From an optimization exercise on the open Yosys and OpenROAD flow, aimed at small area and a short achievable clock period; shortcuts taken in it are not production practice. The RTL was checked by simulation tests, not by an equivalence proof against the original design. No activity file was given, so power comes from the tool's default toggle rates.

`flow/run.sh`:
```
#!/bin/bash
# synth_recipe.tcl (not shown) runs the flow's synth.tcl, then flattens the netlist and writes it again
# the make line also repeats each setting of config.mk as NAME=value (left out here)
make -C /OpenROAD-flow-scripts/flow DESIGN_CONFIG=/design/flow/config.mk WORK_HOME=/design/flow/orfs CLKGATE_MAP_FILE= SYNTH_SCRIPT=/design/flow/synth_recipe.tcl finish
```
`flow/design.v`:
```
`timescale 1ns / 1ps
module lab4_2(
  input [1:0] mode,
  input [2:0] n_gasoline_pumps,       
  input [2:0] n_diesel_pumps,         
  input [3:0] fuel_amount,            
  input fuel_type,                    
  input CLK, 
  input rst,                          
  output reg [0:5] pump_status,                 
  output reg is_gasoline_queue_not_full,        
  output reg is_diesel_queue_not_full,          
  output reg [3:0] n_cars_in_gasoline_queue,    
  output reg [3:0] n_cars_in_diesel_queue,      
  output reg [7:0] total_gasoline_needed,       
  output reg [7:0] total_diesel_needed,         
  output reg invalid_gasoline_car,              
  output reg invalid_diesel_car,                
  output reg invalid_setup_params               
);
reg [3:0] memoryForPump [0:5];
reg [3:0] queueForDiesel [7:0];
reg [3:0] queueForGasoline [7:0];
reg [3:0] frontForGasoline;
reg [3:0] backForGasoline;
reg [3:0] backForDiesel;
reg [3:0] frontForDiesel;
reg [2:0] gasolinePump;
reg [2:0] dieselPump;
reg setupDoneFlag;
reg added;
integer j;
always@(posedge CLK)
	begin
	if(rst)
		begin
		added = 0;
		memoryForPump[0] = 0;
		memoryForPump[1] = 0;
		memoryForPump[2] = 0;
		memoryForPump[3] = 0;
		memoryForPump[4] = 0;
		memoryForPump[5] = 0;
		pump_status = 6'b000000;
		is_gasoline_queue_not_full = 0;
		is_diesel_queue_not_full = 0;
		n_cars_in_gasoline_queue = 4'b1111;
		n_cars_in_diesel_queue = 4'b1111;
		total_gasoline_needed = 8'b11111111;
		total_diesel_needed = 8'b11111111;
		invalid_gasoline_car = 0;
		invalid_diesel_car = 0;
		invalid_setup_params = 0;
		queueForDiesel[7] = 0;
		queueForDiesel[6] = 0;
		queueForDiesel[5] = 0;
		queueForDiesel[4] = 0;
		queueForDiesel[3] = 0;
		queueForDiesel[2] = 0;
		queueForDiesel[1] = 0;
		queueForDiesel[0] = 0;
		queueForGasoline[7] = 0;
		queueForGasoline[6] = 0;
		queueForGasoline[5] = 0;
		queueForGasoline[4] = 0;
		queueForGasoline[3] = 0;
		queueForGasoline[2] = 0;
		queueForGasoline[1] = 0;
		queueForGasoline[0] = 0;
		frontForDiesel = 0;
		backForDiesel = 7;
		frontForGasoline = 0;
		backForGasoline = 7;
		setupDoneFlag = 0;
		gasolinePump = 0;
		dieselPump = 0;
		end
	else if(mode == 2'b10 || mode == 2'b11)
		begin
			if(n_gasoline_pumps > 6)
				begin
				invalid_diesel_car =0;
				invalid_gasoline_car=0;
				invalid_setup_params = 1;
				end
			else if(n_diesel_pumps > 6)
				begin
				invalid_diesel_car =0;
				invalid_gasoline_car=0;
				invalid_setup_params = 1;
				end
			else if(n_diesel_pumps+n_gasoline_pumps == 0 || n_diesel_pumps+n_gasoline_pumps > 6)
				begin
				invalid_diesel_car =0;
				invalid_gasoline_car=0;
				invalid_setup_params = 1;
				end
			else 
				begin
				for(j=0;j<6;j=j+1)
					begin
					pump_status[j] = 0;
					end
				invalid_setup_params = 0;
				invalid_diesel_car =0;
				invalid_gasoline_car=0;
				for(j=0;j<6;j=j+1)
					begin
						if(j < (n_gasoline_pumps+n_diesel_pumps))
							begin
							pump_status[j] = 1;
							end
					end
				queueForDiesel[7] = 0;
				queueForDiesel[6] = 0;
				queueForDiesel[5] = 0;
				queueForDiesel[4] = 0;
				queueForDiesel[3] = 0;
				queueForDiesel[2] = 0;
				queueForDiesel[1] = 0;
				queueForDiesel[0] = 0;
				queueForGasoline[7] = 0;
				queueForGasoline[6] = 0;
				queueForGasoline[5] = 0;
				queueForGasoline[4] = 0;
				queueForGasoline[3] = 0;
				queueForGasoline[2] = 0;
				queueForGasoline[1] = 0;
				queueForGasoline[0] = 0;
				memoryForPump[0] = 0;
				memoryForPump[1] = 0;
				memoryForPump[2] = 0;
				memoryForPump[3] = 0;
				memoryForPump[4] = 0;
				memoryForPump[5] = 0;
				if(n_diesel_pumps == 0)
					begin
						n_cars_in_diesel_queue = 4'b1111;
						total_diesel_needed = 8'b11111111;
						is_gasoline_queue_not_full= 1;
						n_cars_in_gasoline_queue = 0;
						is_diesel_queue_not_full= 0;
						total_gasoline_needed = 0;
						setupDoneFlag=1;
					end
				else if(n_gasoline_pumps == 0)
					begin
						n_cars_in_gasoline_queue = 4'b1111;
						total_gasoline_needed = 8'b11111111;
						is_gasoline_queue_not_full=0;
						is_diesel_queue_not_full=1;
						n_cars_in_diesel_queue = 0;
						total_diesel_needed = 0;
						setupDoneFlag=1;
					end
				else
					begin
						is_gasoline_queue_not_full=1;
						is_diesel_queue_not_full=1;
						n_cars_in_gasoline_queue = 0;
						n_cars_in_diesel_queue = 0;
						total_gasoline_needed = 0;
						total_diesel_needed = 0;
						setupDoneFlag=1;
					end
				gasolinePump = n_gasoline_pumps;
				dieselPump = n_diesel_pumps;
				frontForGasoline = 0;
				frontForDiesel = 0;
				backForGasoline = 7;
				backForDiesel = 7;
				end
		end
	else if(mode == 2'b00)
		begin
		if(setupDoneFlag)
			begin
			invalid_setup_params = 0;
			invalid_gasoline_car = 0;
			invalid_diesel_car = 0;
			for(j=0;j<6;j=j+1)
				begin
				if(j<gasolinePump)
					begin
					if(pump_status[j] == 0)
						begin
						memoryForPump[j] = memoryForPump[j] - 1;
						total_gasoline_needed = total_gasoline_needed - 1;
						if(memoryForPump[j] == 0) 
							begin
							pump_status[j] = 1;
							end
						end
					else if(pump_status[j] == 1)
						begin
							if(n_cars_in_gasoline_queue>0)
							begin
							pump_status[j] = 0;
							memoryForPump[j] = queueForGasoline[frontForGasoline];
							frontForGasoline = (frontForGasoline+1);
							if(frontForGasoline == 8) frontForGasoline = 0;
							n_cars_in_gasoline_queue = n_cars_in_gasoline_queue - 1;
							is_gasoline_queue_not_full = 1;
							end
						end
					end	
				end
				for(j=0;j<6;j=j+1)
				begin
				if(j>=gasolinePump && (j < dieselPump+gasolinePump))
					begin
					if(pump_status[j] == 0)
						begin
						memoryForPump[j] = memoryForPump[j] - 1;
						total_diesel_needed = total_diesel_needed - 1;
						if(memoryForPump[j] == 0)
							begin
							pump_status[j] = 1;
							end
						end
					else if(pump_status[j] == 1)
						begin
						if(n_cars_in_diesel_queue>0)
							begin
							pump_status[j] = 0;
							memoryForPump[j] = queueForDiesel[frontForDiesel];
							frontForDiesel = (frontForDiesel+1);
							if(frontForDiesel == 8) frontForDiesel = 0;
							n_cars_in_diesel_queue = n_cars_in_diesel_queue -1 ;
							is_diesel_queue_not_full = 1;
							end
						end
					end			
				end
			end
		end
	else if(mode == 2'b01)
		begin
		invalid_gasoline_car = 0;
		invalid_diesel_car = 0;
		added = 0;	
		if(setupDoneFlag)
			begin
			if(gasolinePump == 0 && fuel_type == 0) invalid_gasoline_car = 1;
			else if(fuel_type == 0 && fuel_amount == 0) invalid_gasoline_car = 1;
			else if(fuel_type == 0 && fuel_amount > 8) invalid_gasoline_car = 1;
			else if(dieselPump == 0 && fuel_type == 1) invalid_diesel_car = 1;
			else if(fuel_type == 1 && fuel_amount == 0) invalid_diesel_car = 1;
			else if(fuel_type == 1 && fuel_amount > 8) invalid_diesel_car = 1;
			for(j=0;j<6;j=j+1)
				begin
				if(j<gasolinePump)
					begin
					if(pump_status[j] == 0)
						begin
						memoryForPump[j] = memoryForPump[j] - 1;
						total_gasoline_needed = total_gasoline_needed - 1;
						if(memoryForPump[j] == 0) 
							begin
							pump_status[j] = 1;
							end
						end
					else if(pump_status[j] == 1)
						begin
							if(n_cars_in_gasoline_queue>0)
							begin
							pump_status[j] = 0;
							memoryForPump[j] = queueForGasoline[frontForGasoline];
							frontForGasoline = (frontForGasoline+1);
							if(frontForGasoline == 8) frontForGasoline = 0;
							n_cars_in_gasoline_queue = n_cars_in_gasoline_queue - 1;
							is_gasoline_queue_not_full = 1;
							end
							else if(n_cars_in_gasoline_queue == 0 && added == 0 && fuel_type == 0 && invalid_gasoline_car == 0)
							begin
							pump_status[j] =0;
							memoryForPump[j] = fuel_amount;
							total_gasoline_needed = total_gasoline_needed + fuel_amount;
							added = 1;
							end
						end
					end
				end
			for(j=0;j<6;j=j+1)
				begin
				if(j>=gasolinePump && (j < dieselPump+gasolinePump))
					begin
					if(pump_status[j] == 0)
						begin
						memoryForPump[j] = memoryForPump[j] - 1;
						total_diesel_needed = total_diesel_needed - 1;
						if(memoryForPump[j] == 0)
							begin
							pump_status[j] = 1;
							end
						end
					else if(pump_status[j] == 1)
						begin
						if(n_cars_in_diesel_queue>0)
							begin
							pump_status[j] = 0;
							memoryForPump[j] = queueForDiesel[frontForDiesel];
							frontForDiesel = (frontForDiesel+1);
							if(frontForDiesel == 8) frontForDiesel = 0;
							n_cars_in_diesel_queue = n_cars_in_diesel_queue -1 ;
							is_diesel_queue_not_full = 1;
							end
						else if(n_cars_in_diesel_queue == 0 && added == 0 && fuel_type == 1 && invalid_diesel_car == 0)
							begin
							pump_status[j] = 0;
							memoryForPump[j] = fuel_amount;
							total_diesel_needed = total_diesel_needed + fuel_amount;
							added = 1;
							end
						end
					end	
				end
			if(fuel_type == 0 && n_cars_in_gasoline_queue == 8) invalid_gasoline_car=1;
			else if(fuel_type == 1 && n_cars_in_diesel_queue == 8) invalid_diesel_car = 1;
			if(fuel_type == 0 && invalid_gasoline_car == 0 && added == 0) 
				begin
				backForGasoline = (backForGasoline+1);
				if(backForGasoline == 8) backForGasoline = 0;
				queueForGasoline[backForGasoline] = fuel_amount;
				total_gasoline_needed = total_gasoline_needed +fuel_amount;
				n_cars_in_gasoline_queue = n_cars_in_gasoline_queue + 1;
				if(n_cars_in_gasoline_queue == 8) is_gasoline_queue_not_full = 0;
				else is_gasoline_queue_not_full = 1;
				end
			else if(fuel_type == 1 && invalid_diesel_car == 0 && added == 0)
				begin
				backForDiesel = (backForDiesel+1);
				if(backForDiesel == 8) backForDiesel = 0;
				queueForDiesel[backForDiesel] = fuel_amount;
				total_diesel_needed = total_diesel_needed + fuel_amount;
				n_cars_in_diesel_queue = n_cars_in_diesel_queue + 1;
				if(n_cars_in_diesel_queue == 8) is_diesel_queue_not_full = 0;
				else is_diesel_queue_not_full = 1;
				end					
			end
		end	
	end
endmodule
```
`flow/constraint.sdc`:
```
create_clock -name core_clock -period 13.0 [get_ports {CLK}]
set_input_delay 2.6000 -clock core_clock [delete_from_list [all_inputs] [get_ports {CLK}]]
set_output_delay 2.6000 -clock core_clock [all_outputs]
set_load 0.01 [all_outputs]
```
`flow/config.mk`:
```
export PLATFORM = sky130hd
export DESIGN_NAME = lab4_2
export DESIGN_NICKNAME = lab4_2
export VERILOG_FILES = /design/flow/design.v
export SDC_FILE = /design/flow/constraint.sdc
export NUM_CORES = 4
export LEC_CHECK = 0
export CAP_MARGIN = 20
export CORE_MARGIN = 2
export CORE_UTILIZATION = 40
export SLEW_MARGIN = 20
```
==> summary.txt <==
-- worst reg2reg max path, delay by kind of cell, from the launching register on --
kind            cells  cell delay (ps)
compound gates     17             3960
mux                 2              770
simple gates       14             2770
fa+ha+maj           7             2460
xor+xnor            1              160
flops               1              740
buf+inv             4              760
-- stage by stage --
| stage | utilization | cells | hold WS, ps | total power, mW |
|---|---|---|---|---|
| after floorplan | - | 3982 | 448 | 2.07 |
| after global placement | 0.425 | 4832 | 490 | 2.64 |
| after detailed placement | 0.425 | 4832 | 496 | 2.64 |
| after CTS | 0.433 | 4864 | 505 | 3.17 |
| after global routing | 0.433 | 4864 | 529 | 3.45 |
| final | 0.433 | 4865 | 508 | 3.23 |
-- layer usage --
layer  vias up  part of all wire  track usage
met5         -           0.00059            0
li1      14774                 -            -
met4         6             0.061        0.174
met1     15148              0.41        0.431
met3       407              0.12       0.0756
met2      1935              0.41        0.482
-- power groups by stage --
stage	clock network, mW	registers, mW	logic [mW]
finish	0.515	0.547	2.17
global route	0.539	0.549	2.36
global placement	0	0.554	2.08
floorplan	0	0.516	1.55
CTS	0.522	0.543	2.10
detailed placement	0	0.553	2.09
-- how the worst max path moves through the flow --
| stage | end | start |
|---|---|---|
| after detailed placement | total_diesel_needed[7] | fuel_amount[0] |
| after floorplan | total_diesel_needed[7] | fuel_amount[3] |
| after global placement | total_diesel_needed[7] | fuel_amount[0] |
| after CTS | total_diesel_needed[7] | fuel_amount[0] |
| after global routing | total_diesel_needed[7] | fuel_amount[0] |
| final | total_diesel_needed[7] | fuel_amount[0] |
-- cell families after synthesis --
group | after synthesis | share of synthesized area
AND/OR/NAND/NOR | 1404 | 0.242
flip-flops | 146 | 0.103
XOR/XNOR | 230 | 0.0725
buffers and inverters | 454 | 0.0644
AO/OA/AOI/OAI | 1300 | 0.329
multiplexers | 173 | 0.0634
adder cells (fa/ha/maj) | 275 | 0.126
-- placed cells by master (no fill, tap or decap), types with 42 or more instances in the layout --
cell type / instances
o21ai_0: 224
a221oi_1: 93
nor3_1: 119
xor2_1: 60
o211ai_1: 42
ha_1: 259
dfxtp_1: 146
xnor2_1: 165
a21oi_1: 286
nor2_1: 346
nand3_1: 125
nand4_1: 48
mux2i_1: 130
clkdlybuf4s50_1: 44
nand2_1: 428
a222oi_1: 52
a31oi_1: 65
inv_1: 197
buf_4: 110
-- flip-flops by register name, summed over array words and instances (netlist names), 6 cells and up --
register               count
pump_status                6
queueForDiesel            32
total_gasoline_needed      8
queueForGasoline          32
memoryForPump             24
total_diesel_needed        8
-- cell type report --
class / count / area share
clock buffer: 17 / 0.0140
multi-input combinational: 3382 / 0.778
antenna: 1 / 0.0000825
timing repair buffer: 158 / 0.0424
inverter: 206 / 0.0255
sequential: 146 / 0.0964
clock inverter: 15 / 0.00495
tap: 940 / 0.0388
==> summary.txt <==
- The run finished with no timing, DRC or antenna violations.
- The cts-stage hold buffer count is 0.
- The count of maximum capacitance violations is 0.
- The worst supply voltage drop on vdd is 90.9 uV.
- The total DRC errors in the routed layout is 0.
- The max-slew violation total from the final report is 0.
- The analysis attributes to cell leakage a power of roughly 11 nW.
- The number of buffers and inverters on the critical path is 5.
- The cell sitting at the root of the clock tree is a clkbuf_16.
- The number of global-route vias before repair was 29333.
- Of all flip-flops after synthesis, the portion carrying an async set or reset was 0.
- Setup repair after global routing left no endpoint under its margin.
- The die area is about 73000 um^2.
- By count the netlist is led by nand2_1 (428), nor2_1 (349), a21oi_1 (286).
- The most used cell along the critical path is ha_1.
- The yosys synthesis warning count is 4.
- In the final layout, the share of cells above drive strength 1 is 0.0869.
- At the placement stage, the worst setup path has a slack of 354 ps.
- After detailed routing, the average wire length per cell comes to 25.3 um.
- After synthesis the netlist holds a flip-flop and latch count of roughly 150.
- The portion of total power attributed to sequential cells is 0.169.
- The slew at the pin closest to its max-slew limit is 1350 ps.
- The maximum clock rate is roughly 0.081 GHz.
- In this run the worst path has a maximum fanout of 17.
- The post-synthesis cell type with the largest combined area is ha_1.
- The global-route wire length before repair is 184000 um.
- 50 I/O pins were placed.
- Between clock sinks in the finished design, the worst skew comes to 18.2 ps.
- The clock net in this run drives a total of 146 sinks.
- The total half-perimeter wirelength after legalization and detailed placement is 92900 um.
- The worst setup path is launched from an input pin.
- Entering global routing, the biggest net connects 89 pins.
- The storage element area is ~2900 um^2.
- Synthesis produced 3982 cells.
- The die is 270 um wide.
- The relative contribution of combinational cells to total power is 0.672.
- Routability-driven placement finished with a final weighted congestion of between 1 and 1.5.
- The clock insertion delay at the later pin of the skew report is 500 ps.
- Across every metal layer, demand over resource in global routing totals 0.324.
- The endpoint of the worst register-to-register path is total_diesel_needed[7].
- For the final routed database, the setup TNS stands at 0 ps.
- The share of synthesized area in the top cell type comes to 0.114.
- The longest clock path from root to sink contains 2 buffers.
- The die is 270 um tall.
- The startpoint of the most critical hold path is dieselPump[0].
- For this run, the detailed router's first-pass iteration total came to 10.
- For the worst setup path, the data required time is 13370 ps.
- Cell internal power was estimated by the tool at 1.52 mW.
- Yosys attributes the largest share of cell area to ha_1 (11%), dfxtp_1 (10%), nand2_1 (5.7%).
- When the netlist entered floorplanning its net count stood at around 4300.
- The worst register-to-register path has a depth of 45.
- The class of the tightest hold or removal check is reg -> reg.
- In this run the cell area of the synthesized design comes to 28300 um^2.
- The count of input and output buffers is 49.
- The critical path is of the in -> reg type.
- In this run the mean area of a mapped cell was 7.11 um^2.
- The switching power is 1.71 mW.
- The total clock buffers created by CTS is 17.
- After global routing the overflow that remains totals 0.
- The count of cell types in the netlist is 129.
- The TritonCTS clock tree is built.
- The switching share of total power is 0.529.
- Dividing the detail-routed via count by the number of cells gives 6.63.
- The worst setup path is captured at a flip-flop.
- The layout filler cell count is between 7000 and 8000.
- The smallest setup slack after layout is 669 ps.
- Yosys instantiated no cell more often than nand2_1.
- The clock slew at the register clock pins of the worst setup and hold paths is ~80 ps.
- The post-cts repair resize count is 0.
- In the finished design, the share of the clock period the worst path needs comes to 0.949.
- The number of placement rows is 97.
- The routed wire length is 123000 um.
- Setup violations remaining at the end of the flow were counted as 0.
- The initial antenna violation count was 6.
- The share of total power dissipated in the clock network is 0.159.
- Headroom to the max-slew limit came out at 0.0892.
- The final count of hold timing violations is 0.
- The starting density of the core is 0.404.
- The launch point of the worst reg-to-reg path is gasolinePump[1].
- The number of nets with antenna violations after routing is 0.
- Once placement finished, the instance area stood at roughly 30000 um^2.
- The post-route cell area is about 30000 um^2.
- STA puts the critical path data arrival time at roughly 13000 ps.
- The H-tree was split into 4 levels.
- For the finished layout, the period the worst path requires is 12330 ps.
- The critical path depth in cells is 39.
- The core region is between 70000 and 80000 um^2.
- Summing over every cut layer, the via total after detailed routing is 32270.
- The share of the Yosys chip area taken by registers is 0.103.
- The slack of the worst reg-to-reg path is 1260 ps.
- The path with the worst hold slack has its endpoint at dieselPump[0].
- On the critical path the largest part of the delay comes from simple AND/OR/NAND/NOR gates.
- On the worst path, the slowest cell contributes a delay of 620 ps.
- The synthesized design contains 0 enable-type register cells.
- For this block, the initial DRC count from the detailed router was approximately 4300.
- The number of nets in the final layout is about 4200.
- From synthesis to final layout, the design area changed by 7.16%.
- Summing all multi-input logic gate instances after layout gives approximately 24000 um^2.
- The post-CTS repair timing setup buffer count is 0.
- On the critical path, the stage with the largest delay is an instance of a222oi_1.
- The leading register cell type out of synthesis is dfxtp_1.
- The count of cells along the worst hold path is 2.
- The power per unit of standard cell area is roughly 110 nW/um^2.

==> separate check: timing with driven ports <==
Ports are ideal in the flow. The routed layout listed here was re-timed in OpenROAD. Step 1 (the two cells are an assumption about what drives the block):
set clk [get_ports {CLK}]
set_driving_cell -lib_cell sky130_fd_sc_hd__clkbuf_16 $clk
set_driving_cell -lib_cell sky130_fd_sc_hd__buf_2 [delete_from_list [all_inputs] $clk]
Step 2 adds t to the input delays and takes it off the output delays; t is the mean of the earliest and latest rising clock arrival at the registers after step 1. Input paths then give back, and output paths get back, about the clock's delay inside the block. Three values: ideal, step 1, step 2; two values: the first two.
shift t [ns]: 0.556
setup slack, ns: 0.669 / 0.689 / 0.133
clock arrival spread, ns: 0.018 / 0.018
worst data-port slew with drivers (ns): 0.06
cell pins on the clock port's net: 1
After both steps this run still meets setup and hold. The setup slack of this run moves by +0.020 ns with the drivers and by -0.536 ns with both steps.
